From an optimization exercise on the open Yosys and OpenROAD flow, aimed at small area, a short achievable clock period and few clock cycles; shortcuts taken in it are not production practice.
In this exercise RTL edits were held to simulation tests only and were not proved equivalent to the original.

build 12:
Design y86_pipe, start of the top module:
module y86_pipe(input wire clk,
	input wire rst,
	output wire [63:0] imem_addr,
	input wire [79:0] imem_data,
	output wire [63:0] dmem_addr,
	output wire [63:0] dmem_wdata,
	output wire dmem_wen,
	input wire [63:0] dmem_rdata,
	output wire [1:0] stat);
	reg [9:0] pc;           
	reg pc_bad;             
	reg [2:0] cc;           
	reg [1:0] stop_stat;    
	reg [63:0] rf [0:14];
	reg [10:0] ras0, ras1;  
	reg a_v;                
	reg [1:0] a_fstat;      
	reg [9:0] a_pc;         
	reg a_pcbad;
	reg [1:0] a_alu;        
	reg a_ofm;              
	reg a_setcc;
	reg a_cmov;
	reg [3:0] a_ifun;
	reg a_jp;               
	reg [10:0] a_valP;      
	reg a_rd, a_wr;         
	reg a_aB;               
	reg a_ret;
	reg [3:0] a_wdst;       
	reg a_wM;
	reg a_rspE;             
	reg [1:0] a_sA, a_sB, a_sD;  
	reg [63:0] a_opA, a_opB, a_data;
	reg m_v;
	reg [1:0] m_fstat;
	reg m_merr;             
	reg m_rd, m_wr;
	reg m_ret;
	reg [9:0] m_addr;
	reg [10:0] m_rsp;       
	reg [14:0] m_fw;        
  ...
Size: about 6,400 cells after synthesis, ~1,400 flip-flops, roughly 340 I/O pins.
export LEC_CHECK = 0
export CAP_MARGIN = 20
export CORE_MARGIN = 2
export CORE_UTILIZATION = 55
export PLACE_DENSITY = 0.7
export SETUP_SLACK_MARGIN = 5
export SLEW_MARGIN = 20
export TNS_END_PERCENT = 10
create_clock -name core_clock -period 9.0 [get_ports {clk}]
standard.sh (not shown) runs the stock make flow with config.mk's settings and CLKGATE_MAP_FILE= SYNTH_SCRIPT=/design/flow/synth_recipe.tcl, a recipe that flattens the netlist after the stock synthesis.
==> flow/flow/run.sh <==
#!/bin/bash
# Layout flow: the standard layout (standard.sh, from synthesis to the
# routed layout, unchanged), except that the port buffers are
# sky130_fd_sc_hd__buf_4 cells. Left to itself the placement step buffers the
# ports with a delay cell (clkdlybuf4s50_1), which the timing repair may only
# swap for other delay cells, so every path from an input or to an output
# carries about half a nanosecond of needless delay.
set -euo pipefail
export BUFFER_PORTS_ARGS="-buffer_cell sky130_fd_sc_hd__buf_4"
bash standard.sh finish > standard_flow.log 2>&1
Build 12 completed every stage of the flow, and the final layout passed the timing, DRC and antenna checks.
Testbench counts of build 12, summed over its fixed seeds: cycles 20,243.
Inputs modified between build 12 and build 11:
--- a/flow/design.v
+++ b/flow/design.v
@@ -39,17 +39,17 @@
 	reg m_ret;
 	reg [9:0] m_addr;
 	reg [10:0] m_rsp;       
 	reg [14:0] m_fw;        
 	reg m_rs;               
 	reg m_wM;
 	reg m_rspE;
 	reg m_setcc;            
-	reg m_zf, m_of;
+	reg m_of;
 	reg [63:0] m_val;       
 	reg r_miss;             
 	reg [9:0] r_pc;         
 	reg r_bad;
 	wire mv = m_v;
 	wire [1:0] m_code = (m_fstat != 2'd0) ? m_fstat : m_merr ? 2'd2 : 2'd0;
 	wire stopping = mv & (m_code != 2'd0);
 	wire halted = stop_stat != 2'd0;
@@ -58,17 +58,17 @@
 	assign dmem_wen = mv & m_wr & ~m_merr;
 	assign stat = stop_stat | (mv ? m_code : 2'd0);
 	wire [10:0] rsp_m = m_rsp;
 	wire [63:0] m_valE = m_rspE ? {53'd0, rsp_m} : m_val;
 	wire [14:0] fw = m_fw & {15{~r_miss}};
 	wire rs = m_rs & ~r_miss;
 	wire [14:0] m_mk = fw | {10'd0, rs, 4'd0};
 	wire [63:0] w = m_wM ? dmem_rdata : m_val;
-	wire [2:0] cc_now = (mv & m_setcc) ? {m_zf, m_val[63], m_of} : cc;
+	wire [2:0] cc_now = (mv & m_setcc) ? {m_val == 64'd0, m_val[63], m_of} : cc;
 	always @(posedge clk) begin
 		if (rst)
 			cc <= 3'b100;
 		else
 			cc <= cc_now;
 	end
 	integer i;
 	always @(posedge clk) begin
@@ -95,20 +95,16 @@
 	wire [63:0] opA = (a_sA == 2'd1) ? (m_valE ^ inv) : (a_sA == 2'd2) ? (dmem_rdata ^ inv) : a_opA;
 	wire [63:0] opB = (a_sB == 2'd1) ? m_valE : (a_sB == 2'd2) ? dmem_rdata : a_opB;
 	wire [63:0] data = (a_sD == 2'd1) ? m_valE : (a_sD == 2'd2) ? dmem_rdata : a_data;
 	wire [64:0] sum_c = {opB, 1'b1} + {opA, a_alu == 2'd1};
 	wire [63:0] sum = sum_c[64:1];
 	wire [63:0] ax = opB ^ opA;
 	wire [63:0] valE = (a_alu == 2'd2) ? (opB & opA) : (a_alu == 2'd3) ? ax : sum;
 	wire a_of = a_ofm & (opA[63] == opB[63]) & (sum[63] != opB[63]);
-	wire [63:0] ao = opB | opA;
-	wire sum_zero = (&(ax[63:1] ~^ ao[62:0])) & (ax[0] == (a_alu == 2'd1));
-	wire [63:0] lres = a_alu[0] ? ax : (opB & opA);
-	wire a_zf = a_alu[1] ? (lres == 64'd0) : sum_zero;
 	function cond(input [3:0] fn, input [2:0] c);
 		cond = (fn == 4'h0) |
 			(fn == 4'h1 & ((c[1] ^ c[0]) | c[2])) |
 			(fn == 4'h2 & (c[1] ^ c[0])) |
 			(fn == 4'h3 & c[2]) |
 			(fn == 4'h4 & ~c[2]) |
 			(fn == 4'h5 & ~(c[1] ^ c[0])) |
 			(fn == 4'h6 & (~(c[1] ^ c[0]) & ~c[2]));
@@ -133,17 +129,16 @@
 		m_rsp <= {1'b0, addr_c[9:0]} + {7'd0, a_aB, 3'd0};
 		for (i = 0; i < 15; i = i + 1)
 			m_fw[i] <= ~rst & a_go & ~(a_cmov & ~a_cnd) & (a_wdst == i);
 		m_rs <= ~rst & a_go & a_rspE & ~(a_wdst == 4'd4 & ~(a_cmov & ~a_cnd));
 		m_wM <= a_wM;
 		m_rspE <= a_rspE;
 		m_setcc <= a_setcc;
 		m_of <= a_of;
-		m_zf <= a_zf;
 		m_val <= a_wr ? data : valE;
 	end
 	wire [3:0] icode = imem_data[7:4];
 	wire [3:0] ifun = imem_data[3:0];
 	wire [3:0] rA = imem_data[15:12];
 	wire [3:0] rB = imem_data[11:8];
 	wire ok = ~pc_bad;
 	wire i_halt = icode == 4'h0;
==> run notes <==
Compared with build 12, build 11 shows fmax that has gone down by a few percent. In the floorplan summary, build 11 is listed with a die area less than that of build 12. Min share of cell area taken by flip-flops and latches across build 11 and build 12: build 12. Diff build 12 -> build 11: area growth from synthesis to layout closely matched the old numbers; count of mapped cells out of synthesis decreased by 283 relative to the old numbers.
Testbench counts of build 11, summed over its fixed seeds: cycles 20,243.

re-timing with driven ports:
In the flow no input, the clock included, has a driving cell. The finished layouts below were timed again as built, in two steps. Step 1 sets driving cells, clkbuf_16 on the clock port and buf_2 on the other inputs (assumed; they add their load-dependent delay and slew). Step 2 adds t to the input delays and takes it off the output delays; t is the mean of the earliest and latest rising clock arrival at the registers after step 1. Input paths then give back, and output paths get back, about the clock's delay inside the block. Three values: ideal ports, drivers, drivers and shift; two values: the first two.
run | t (ns) | setup WS [ns] | worst hold slack (ns) | clock arrival spread, ns | pins driven straight from the clock port
build 12 | 0.875 | 4.553 / 4.553 / 3.719 | 0.326 / 0.326 / 0.326 | 0.050 / 0.049 | 1
build 11 | 0.867 | 4.297 / 4.312 / 3.474 | 0.329 / 0.329 / 0.329 | 0.049 / 0.049 | 1
After both steps setup and hold are still met in every run listed. The setup slack of build 12, which loses most, moves by 0.000 ns with the drivers and by -0.834 ns with both steps.
